Context: an optimization exercise on an open-source flow, tuned for small area, a short achievable clock period and few clock cycles per item. The choices shown serve that exercise and are no tape-out recipe. Power figures rest on the tool's default switching activity, not on a simulated workload.

==> flow/design.v <==
module sampledec(received,clk,start,ctrl,corrected,decodedOp,nerr,done);
  input [14:0] received; input clk; input start; input ctrl;
  output [7:0] corrected; output [1:0] nerr; output [14:0] decodedOp; output done;
  reg done_q, ctrl_q;
  always @(posedge clk) begin ctrl_q <= ctrl; if (start) done_q <= 1'b1; end
  assign done = done_q;
  wire t_1; bx2 u_t_1(.a(received[2]),.b(received[5]),.y(t_1));
  wire t_2; bx2 u_t_2(.a(received[4]),.b(received[13]),.y(t_2));
  wire t_3; bx2 u_t_3(.a(t_1),.b(t_2),.y(t_3));
  wire t_4; bx2 u_t_4(.a(received[3]),.b(received[7]),.y(t_4));
  wire t_5; bx2 u_t_5(.a(received[9]),.b(received[10]),.y(t_5));
  wire t_6; bx2 u_t_6(.a(t_4),.b(t_5),.y(t_6));
  wire x1; bx2 u_x1(.a(t_3),.b(t_6),.y(x1));
  wire t_7; bx2 u_t_7(.a(received[5]),.b(received[8]),.y(t_7));
  wire t_8; bx2 u_t_8(.a(received[12]),.b(received[13]),.y(t_8));
  wire t_9; bx2 u_t_9(.a(t_7),.b(t_8),.y(t_9));
  wire t_10; bx2 u_t_10(.a(received[1]),.b(received[7]),.y(t_10));
  wire t_11; bx2 u_t_11(.a(received[6]),.b(received[10]),.y(t_11));
  wire t_12; bx2 u_t_12(.a(t_10),.b(t_11),.y(t_12));
  wire x4; bx2 u_x4(.a(t_9),.b(t_12),.y(x4));
  wire t_13; bx2 u_t_13(.a(received[8]),.b(received[9]),.y(t_13));
  wire t_14; bx2 u_t_14(.a(received[11]),.b(received[13]),.y(t_14));
  wire t_15; bx2 u_t_15(.a(t_13),.b(t_14),.y(t_15));
  wire t_16; bx2 u_t_16(.a(received[0]),.b(received[10]),.y(t_16));
  wire t_17; bx2 u_t_17(.a(received[1]),.b(received[4]),.y(t_17));
  wire t_18; bx2 u_t_18(.a(t_16),.b(t_17),.y(t_18));
  wire x7; bx2 u_x7(.a(t_15),.b(t_18),.y(x7));
  wire t_19; bx2 u_t_19(.a(received[2]),.b(received[6]),.y(t_19));
  wire t_20; bx2 u_t_20(.a(received[7]),.b(received[14]),.y(t_20));
  wire t_21; bx2 u_t_21(.a(t_19),.b(t_20),.y(t_21));
  wire x13; bx2 u_x13(.a(t_18),.b(t_21),.y(x13));
  wire t_22; bx2 u_t_22(.a(t_19),.b(t_13),.y(t_22));
  wire lm6 = t_22;
  wire lm7 = t_3;
  wire t_23; bx2 u_t_23(.a(t_1),.b(t_4),.y(t_23));
  wire lm8; bx2 u_lm8(.a(t_15),.b(t_23),.y(lm8));
  wire lm9; bx2 u_lm9(.a(t_9),.b(t_21),.y(lm9));
  wire t_24; bx2 u_t_24(.a(t_10),.b(t_7),.y(t_24));
  wire lm10 = t_24;
  wire x0; bx2 u_x0(.a(x1),.b(x4),.y(x0));
  wire x14; bx2 u_x14(.a(x1),.b(x7),.y(x14));
  wire x12; bx2 u_x12(.a(x1),.b(x13),.y(x12));
  wire x3; bx2 u_x3(.a(x4),.b(x7),.y(x3));
  wire x11; bx2 u_x11(.a(x4),.b(x13),.y(x11));
  wire x5; bx2 u_x5(.a(x7),.b(x13),.y(x5));
  wire s1z = ~(x1 | x4 | x7 | x13);
  wire s3z = ~(lm6 | lm7 | lm8 | lm9);
  wire zz = s1z & s3z;
  wire cn0 = ~(x0 | x5);
  wire cn1 = ~(x1 | x11);
  wire cn2 = ~(x7 | x12);
  wire cn3 = ~(x3 | x13);
  wire cn4 = ~(x4 | x14);
  wire sz2 = (x4 | zz);
  wire sz3 = (x5 | zz);
  wire sz5 = (x11 | zz);
  wire t_25; bx2 u_t_25(.a(lm6),.b(cn0),.y(t_25));
  wire t_26; bx2 u_t_26(.a(lm7),.b(cn1),.y(t_26));
  wire t_27; bxn2 u_t_27(.a(lm8),.b(cn2),.y(t_27));
  wire t_28; bxn2 u_t_28(.a(lm9),.b(cn3),.y(t_28));
  wire t_29; bx2 u_t_29(.a(lm10),.b(cn4),.y(t_29));
  reg [14:0] r; reg [10:0] sq;
  always @(posedge clk) if (start) begin r <= received; sq <= {t_29, t_28, t_27, t_26, t_25, sz5, x14, sz3, sz2, x1, x0}; end
  wire fn0; bx2 u_fn0(.a(sq[3]),.b(sq[6]),.y(fn0));
  wire fn1; bx2 u_fn1(.a(sq[5]),.b(sq[7]),.y(fn1));
  wire fn2; bxn2 u_fn2(.a(sq[4]),.b(sq[8]),.y(fn2));
  wire fn3; bxn2 u_fn3(.a(sq[2]),.b(sq[9]),.y(fn3));
  wire fn4; bx2 u_fn4(.a(sq[4]),.b(sq[10]),.y(fn4));
  wire fn5; bx2 u_fn5(.a(sq[0]),.b(sq[6]),.y(fn5));
  wire fn7; bxn2 u_fn7(.a(sq[3]),.b(sq[8]),.y(fn7));
  wire fn8; bxn2 u_fn8(.a(sq[5]),.b(sq[9]),.y(fn8));
  wire fn11; bx2 u_fn11(.a(sq[1]),.b(sq[7]),.y(fn11));
  wire fn12; bxn2 u_fn12(.a(sq[1]),.b(sq[8]),.y(fn12));
  wire fn13; bxn2 u_fn13(.a(sq[3]),.b(sq[9]),.y(fn13));
  wire fn14; bx2 u_fn14(.a(sq[2]),.b(sq[10]),.y(fn14));
  wire nfl0; bnand4 u_nfl0(.a(fn8),.b(fn4),.c(fn2),.d(fn1),.y(nfl0));
  wire nfl1; bnand4 u_nfl1(.a(sq[10]),.b(fn5),.c(fn3),.d(fn2),.y(nfl1));
  wire nfl2; bnand4 u_nfl2(.a(sq[6]),.b(sq[7]),.c(fn4),.d(fn3),.y(nfl2));
  wire nfl3; bnand4 u_nfl3(.a(fn11),.b(fn7),.c(fn5),.d(fn4),.y(nfl3));
  wire nfl4; bnand4 u_nfl4(.a(fn12),.b(fn8),.c(sq[7]),.d(fn5),.y(nfl4));
  wire nfl5; bnand4 u_nfl5(.a(fn13),.b(sq[10]),.c(fn7),.d(sq[7]),.y(nfl5));
  wire nfl6; bnand4 u_nfl6(.a(fn14),.b(sq[6]),.c(fn8),.d(fn7),.y(nfl6));
  wire nfl7; bnand4 u_nfl7(.a(fn0),.b(fn11),.c(sq[10]),.d(fn8),.y(nfl7));
  wire nfl8; bnand4 u_nfl8(.a(fn1),.b(fn12),.c(sq[6]),.d(sq[10]),.y(nfl8));
  wire nfl9; bnand4 u_nfl9(.a(fn2),.b(fn13),.c(fn11),.d(sq[6]),.y(nfl9));
  wire nfl10; bnand4 u_nfl10(.a(fn3),.b(fn14),.c(fn12),.d(fn11),.y(nfl10));
  wire nfl11; bnand4 u_nfl11(.a(fn4),.b(fn0),.c(fn13),.d(fn12),.y(nfl11));
  wire nfl12; bnand4 u_nfl12(.a(fn5),.b(fn1),.c(fn14),.d(fn13),.y(nfl12));
  wire nfl13; bnand4 u_nfl13(.a(sq[7]),.b(fn2),.c(fn0),.d(fn14),.y(nfl13));
  wire nfl14; bnand4 u_nfl14(.a(fn7),.b(fn3),.c(fn1),.d(fn0),.y(nfl14));
  wire dn0; bx2 u_dn0(.a(r[0]),.b(nfl0),.y(dn0));
  wire dn1; bx2 u_dn1(.a(r[1]),.b(nfl1),.y(dn1));
  wire dn2; bx2 u_dn2(.a(r[2]),.b(nfl2),.y(dn2));
  wire dn3; bx2 u_dn3(.a(r[3]),.b(nfl3),.y(dn3));
  wire dn4; bx2 u_dn4(.a(r[4]),.b(nfl4),.y(dn4));
  wire dn5; bx2 u_dn5(.a(r[5]),.b(nfl5),.y(dn5));
  wire dn6; bx2 u_dn6(.a(r[6]),.b(nfl6),.y(dn6));
  wire dn7; bx2 u_dn7(.a(r[7]),.b(nfl7),.y(dn7));
  wire dn8; bx2 u_dn8(.a(r[8]),.b(nfl8),.y(dn8));
  wire dn9; bx2 u_dn9(.a(r[9]),.b(nfl9),.y(dn9));
  wire dn10; bx2 u_dn10(.a(r[10]),.b(nfl10),.y(dn10));
  wire dn11; bx2 u_dn11(.a(r[11]),.b(nfl11),.y(dn11));
  wire dn12; bx2 u_dn12(.a(r[12]),.b(nfl12),.y(dn12));
  wire dn13; bx2 u_dn13(.a(r[13]),.b(nfl13),.y(dn13));
  wire dn14; bx2 u_dn14(.a(r[14]),.b(nfl14),.y(dn14));
  assign decodedOp = ~{dn14, dn13, dn12, dn11, dn10, dn9, dn8, dn7, dn6, dn5, dn4, dn3, dn2, dn1, dn0};
  wire t_30; bx2 u_t_30(.a(sq[0]),.b(sq[3]),.y(t_30));
  wire ty0; bxn2 u_ty0(.a(t_30),.b(sq[6]),.y(ty0));
  wire t_31; bx2 u_t_31(.a(sq[1]),.b(sq[5]),.y(t_31));
  wire ty1; bxn2 u_ty1(.a(t_31),.b(sq[7]),.y(ty1));
  wire t_32; bx2 u_t_32(.a(sq[2]),.b(sq[5]),.y(t_32));
  wire ty2; bx2 u_ty2(.a(t_32),.b(sq[8]),.y(ty2));
  wire t_33; bx2 u_t_33(.a(sq[1]),.b(sq[4]),.y(t_33));
  wire ty3; bx2 u_ty3(.a(t_33),.b(sq[9]),.y(ty3));
  wire n0; bnor4 u_n0(.a(ty0),.b(ty1),.c(ty2),.d(ty3),.y(n0));
  wire n1; bn1 u_n1(.nf({nfl14, nfl13, nfl12, nfl11, nfl10, nfl9, nfl8, nfl7, nfl6, nfl5, nfl4, nfl3, nfl2, nfl1, nfl0}),.n0(n0),.y(n1));
  assign nerr = {n1, n0};
  wire co0; bmuxi u_co0(.s(ctrl_q),.a(dn0),.b(dn7),.y(co0));
  wire co1; bmuxi u_co1(.s(ctrl_q),.a(dn1),.b(dn8),.y(co1));
  wire co2; bmuxi u_co2(.s(ctrl_q),.a(dn2),.b(dn9),.y(co2));
  wire co3; bmuxi u_co3(.s(ctrl_q),.a(dn3),.b(dn10),.y(co3));
  wire co4; bmuxi u_co4(.s(ctrl_q),.a(dn4),.b(dn11),.y(co4));
  wire co5; bmuxi u_co5(.s(ctrl_q),.a(dn5),.b(dn12),.y(co5));
  wire co6; bmuxi u_co6(.s(ctrl_q),.a(dn6),.b(dn13),.y(co6));
  assign corrected = {decodedOp[14] & ctrl_q, co6, co5, co4, co3, co2, co1, co0};
endmodule
module bx2(input a, input b, output y); assign y = a ^ b; endmodule
module bnor4(input a, input b, input c, input d, output y); assign y = ~(a|b|c|d); endmodule
module bmux(input s, input a, input b, output y); assign y = s ? b : a; endmodule
module bmuxi(input s, input a, input b, output y); assign y = ~(s ? b : a); endmodule
module bn1(input [14:0] nf, input n0, output y); assign y = ~(&nf) & ~n0; endmodule
module bxn2(input a, input b, output y); assign y = ~(a ^ b); endmodule
module bnand4(input a, input b, input c, input d, output y); assign y = ~(a&b&c&d); endmodule
Settings: LEC_CHECK=0, CAP_MARGIN=20, CORE_MARGIN=2, CORE_UTILIZATION=40, SLEW_MARGIN=20, SYNTH_HIERARCHICAL=1; clock period 7.0 ns.
standard.sh (not shown) runs the stock make flow with config.mk's settings and CLKGATE_MAP_FILE= SYNTH_SCRIPT=/design/flow/synth_recipe.tcl, a recipe that flattens the netlist after the stock synthesis.
==> flow/flow/run.sh <==
#!/bin/bash
# The standard layout (standard.sh) with: every port buffered by one fixed cell type,
# power recovery (downsizing of non-critical cells) after global routing, and optional
# extra ORFS settings. The flow's full output goes to standard.log in this folder.
export BUFFER_PORTS_ARGS="-buffer_cell sky130_fd_sc_hd__buf_1"
export RECOVER_POWER=100
export CTS_ARGS="-sink_clustering_enable -repair_clock_nets -sink_buffer_max_cap_derate 1.0 -dont_use_dummy_load -buf_list sky130_fd_sc_hd__clkbuf_8 -root_buf sky130_fd_sc_hd__clkbuf_8"
bash standard.sh > standard.log 2>&1
The starting point finished with timing, DRC and antenna clean.
Edit:
--- a/flow/design.v
+++ b/flow/design.v
@@ -52,7 +52,7 @@
   wire cn3 = ~(x3 | x13);
   wire cn4 = ~(x4 | x14);
-  wire sz2 = (x4 | zz);
+  wire sz1 = (x1 | zz);
   wire sz3 = (x5 | zz);
-  wire sz5 = (x11 | zz);
+  wire sz4 = (x14 | zz);
   wire t_25; bx2 u_t_25(.a(lm6),.b(cn0),.y(t_25));
   wire t_26; bx2 u_t_26(.a(lm7),.b(cn1),.y(t_26));
@@ -61,5 +61,5 @@
   wire t_29; bx2 u_t_29(.a(lm10),.b(cn4),.y(t_29));
   reg [14:0] r; reg [10:0] sq;
-  always @(posedge clk) if (start) begin r <= received; sq <= {t_29, t_28, t_27, t_26, t_25, sz5, x14, sz3, sz2, x1, x0}; end
+  always @(posedge clk) if (start) begin r <= received; sq <= {t_29, t_28, t_27, t_26, t_25, x11, sz4, sz3, x4, sz1, x0}; end
   wire fn0; bx2 u_fn0(.a(sq[3]),.b(sq[6]),.y(fn0));
   wire fn1; bx2 u_fn1(.a(sq[5]),.b(sq[7]),.y(fn1));
Outcome: Combinational power rises by about 3%. Sequential share of layout area barely changes. Utilization hardly moves. Total power rises by 1.5%. Final cell count is unchanged. Design area barely changes. Flip-flop and latch count is unchanged. Critical path depth stays the same. Global-route usage rises by 0.80 points. Clock power is about the same. First-iteration DRC count falls by about 15%. Non-clock buffer count does not change. Worst setup slack got worse by 56 ps.
No functional check of the RTL was part of any run of this note.

==> port drivers added, routing unchanged <==
The flow's constraints put no driver on any port. The routed layouts listed below were extracted and timed again, unchanged, in two steps. Step 1 (the two cells are an assumption about what drives the block):
set clk [get_ports {clk}]
set_driving_cell -lib_cell sky130_fd_sc_hd__clkbuf_16 $clk
set_driving_cell -lib_cell sky130_fd_sc_hd__buf_2 [delete_from_list [all_inputs] $clk]
Step 2 moves the port delays by t, midway between the first and last clock arrival at a register: inputs arrive t later, outputs are due t later. That takes back most of the time a late clock gives input paths. Slacks: no drivers / after step 1 / after step 2; pairs: no drivers / after step 1.
run | shift t [ns] | setup slack, ns | worst slew at a driven data input, ns | cell pins on the clock port's net
the first run | 0.284 | 3.686 / 3.662 / 3.513 | 0.03 | 1
the second run | 0.282 | 3.630 / 3.605 / 3.590 | 0.03 | 1
After both steps every run listed still meets setup and hold. The setup slack of the first run, which loses most, moves by -0.024 ns with the drivers and by -0.173 ns with both steps.
